Source: an optimization exercise on an open RTL-to-GDS flow (aim: small area and a short achievable clock period). Production flows keep margins and buffers that such runs may drop. The RTL was checked by simulation tests, not by an equivalence proof against the original design. Power figures rest on the tool's default switching activity, not on a simulated workload.

## main
Design adc_to_vga, start of the top module:
module adc_to_vga(clock, reset, ADC_CS_N, ADC_DIN, ADC_SCLK, ADC_DOUT, vga_R, vga_G,
vga_B, vga_clk, vga_blank, vga_sync, vga_h_sync, vga_v_sync, dalgalar, a_sayisi);
For scale: ~2,700 cells after synthesis.
export LEC_CHECK = 0
export CAP_MARGIN = 20
export CORE_MARGIN = 2
export CORE_UTILIZATION = 40
export GPL_TIMING_DRIVEN = 0
export SLEW_MARGIN = 20
create_clock -name core_clock -period 120.0 [get_ports {clock}]
standard.sh (not shown) runs the stock make flow with config.mk's settings and CLKGATE_MAP_FILE= SYNTH_SCRIPT=/design/flow/synth_recipe.tcl, a recipe that flattens the netlist after the stock synthesis.
==> flow/flow/run.sh <==
#!/bin/bash
# Layout: the standard ORFS flow (standard.sh, unchanged synthesis) with
# these ORFS variables changed:
#  - REMOVE_ABC_BUFFERS=1: floorplan removes the buffers synthesis inserted;
#    with the 120 ns clock they have nothing to do, and repair_design puts
#    back the ones that slew, capacitance or fanout need.
#  - ports are buffered with sky130_fd_sc_hd__buf_2 instead of the delay cell
#    buffer_ports picks by default.
#  - clock tree: no dummy loads, clkbuf_4/clkbuf_8 buffers, larger sink
#    clusters.
# Each tool's log is in orfs/logs/; make's own output goes to standard.log.
set -euo pipefail
export REMOVE_ABC_BUFFERS=1
export BUFFER_PORTS_ARGS="-buffer_cell sky130_fd_sc_hd__buf_2"
export CTS_ARGS="-sink_clustering_enable -repair_clock_nets -dont_use_dummy_load -sink_clustering_size 15 -sink_clustering_max_diameter 80 -buf_list {sky130_fd_sc_hd__clkbuf_8}"
bash standard.sh > standard.log 2>&1
--- input diff main..the feature branch ---
--- a/flow/design.v
+++ b/flow/design.v
@@ -415,60 +415,44 @@
 		xmy[i] = CounterX[i] ^ ~(i < 9 ? CounterY[i] : 1'b0) ^ cs;
 		cs = (CounterX[i] & ~(i < 9 ? CounterY[i] : 1'b0)) | (cs & (CounterX[i] ^ ~(i < 9 ? CounterY[i] : 1'b0)));
 	end
 	xpy[10] = ca;
 end
 wire ytri = CounterY > 9'd119 && CounterY < 9'd281;
 wire tri_ = ytri && ((CounterX > 10'd59 + D && CounterX < 10'd221 + D && xpy == 11'd340 + D) ||
 	(CounterX > 10'd220 + D && CounterX < 10'd381 + D && xmy == 10'd100 + D) ||
 	(CounterX > 10'd380 + D && CounterX < 10'd541 + D && xpy == 11'd660 + D));
-wire [2:0] dc6 = (a_r == 2'd0) ? 3'd2 : (a_r == 2'd1) ? 3'd3 : (a_r == 2'd2) ? 3'd1 : 3'd4;    
+wire [3:0] sp6 = (a_r == 2'd0) ? 4'd6 : (a_r == 2'd1) ? 4'd7 : (a_r == 2'd2) ? 4'd5 : 4'd8;    
 wire seg1 = (a_r == 2'd0) ? (CounterX < 10'd135) : (a_r == 2'd1) ? (CounterX < 10'd141) :
 	(a_r == 2'd2) ? (CounterX < 10'd129) : (CounterX < 10'd147);                             
 wire seg3 = (a_r == 2'd0) ? (CounterX >= 10'd177) : (a_r == 2'd1) ? (CounterX >= 10'd190) :
 	(a_r == 2'd2) ? (CounterX >= 10'd163) : (CounterX >= 10'd203);                           
 wire [9:0] offp = seg1 ? 10'd105 : ~seg3 ? 10'd99 :
 	(a_r == 2'd0) ? 10'd99 : (a_r == 2'd1) ? 10'd100 : (a_r == 2'd2) ? 10'd98 : 10'd101;      
-wire [2:0] dvc = seg1 ? dc6 - 3'd1 : dc6;
+wire [3:0] dv = seg1 ? ((a_r == 2'd0) ? 4'd5 : (a_r == 2'd1) ? 4'd6 : (a_r == 2'd2) ? 4'd4 : 4'd7) : sp6;
 reg [9:0] su;
 reg csu;
 integer m;
 always @(*) begin
 	csu = 1'b1;
 	for (m = 0; m < 10; m = m + 1) begin
 		su[m] = CounterX[m] ^ ~offp[m] ^ csu;
 		csu = (CounterX[m] & ~offp[m]) | (csu & (CounterX[m] ^ ~offp[m]));
 	end
 end
-function [2:0] dsub(input [3:0] t, input [2:0] dcode);
-	reg [3:0] d;
-	begin
-		d = t - ({1'b0, dcode} + 4'd4);
-		dsub = d[2:0];
-	end
-endfunction
-function [3:0] dstep(input [2:0] dcode, input [2:0] r, input b);
-	reg [3:0] t;
-	begin
-		t = {r, b};
-		if (t >= {1'b0, dcode} + 4'd4) dstep = {1'b1, dsub(t, dcode)};
-		else dstep = {1'b0, t[2:0]};
-	end
-endfunction
 reg [6:0] kq;
-reg [2:0] rr;
-reg [3:0] st;
+reg [3:0] rr, tt;
 always @(*) begin
-	rr = su[9:7];
+	rr = {1'b0, su[9:7]};
 	for (m = 6; m >= 0; m = m - 1) begin
-		st = dstep(dvc, rr, su[m]);
-		kq[m] = st[3];
-		rr = st[2:0];
+		tt = {rr[2:0], su[m]};
+		kq[m] = (tt >= dv);
+		rr = kq[m] ? tt - dv : tt;
 	end
 end
 wire [3:0] wid = (~seg1 & ~seg3 & kq == 7'd12) ? ((a_r == 2'd0) ? 4'd2 : (a_r == 2'd1) ? 4'd3 : (a_r == 2'd2) ? 4'd1 : 4'd4) : 4'd2;
 wire ins = (CounterX >= 10'd105) && (rr < wid) && (kq <= 7'd82);
 wire fp_s = kq < 7'd35;
 wire [5:0] ps = (kq < 7'd14) ? kq[5:0] : (kq < 7'd35) ? kq[5:0] + 6'd1 : (kq < 7'd71) ? kq[5:0] - 6'd35 : kq[5:0] - 6'd7;
 reg [8:0] yb, yb2;       
 always @(*)
 	case (ps)
Findings:
The feature branch went all the way through synthesis, placement and routing and the layout is clean on timing, DRC and antenna. Diff main -> the feature branch: number of cells on the worst reg-to-reg path fell 3.5%; arrival time of data at the critical path endpoint went down 0.02 ns; final cell count now larger. Looking at the feature branch and main, the final-layout clock-cell area share is a wash. Comparing clock group share of total power for the feature branch and main, the bigger number came from main. Worst-case setup margin in the final layout ends up lower on main. Number of clock buffers in the layout sits lower in the feature branch than in main.

-- what the ideal ports hide --
No port has a modelled driver above. Below, the same layouts with a new extraction and two added sets of constraints. Step 1, drivers: a clkbuf_16 drives clock and a buf_2 each remaining input, both assumed. Step 2, shift: input delay + t, output delay - t, t = (earliest + latest rising clock arrival at the registers) / 2. This alone moves slack from input paths to output paths. Slacks: ideal / step 1 / step 2; pairs: ideal / step 1.
run | t, ns | setup slack, ns | latest minus earliest clock arrival (ns) | worst register clock-pin slew, ns | worst slew at a driven data input, ns
main | 0.644 | 94.777 / 94.722 / 94.455 | 0.123 / 0.123 | 0.11 / 0.11 | 0.04
the feature branch | 0.641 | 94.795 / 94.738 / 94.279 | 0.080 / 0.079 | 0.10 / 0.10 | 0.05
After both steps setup and hold are still met in every run listed. The setup slack of the feature branch, which loses most, moves by -0.057 ns with the drivers and by -0.516 ns with both steps.
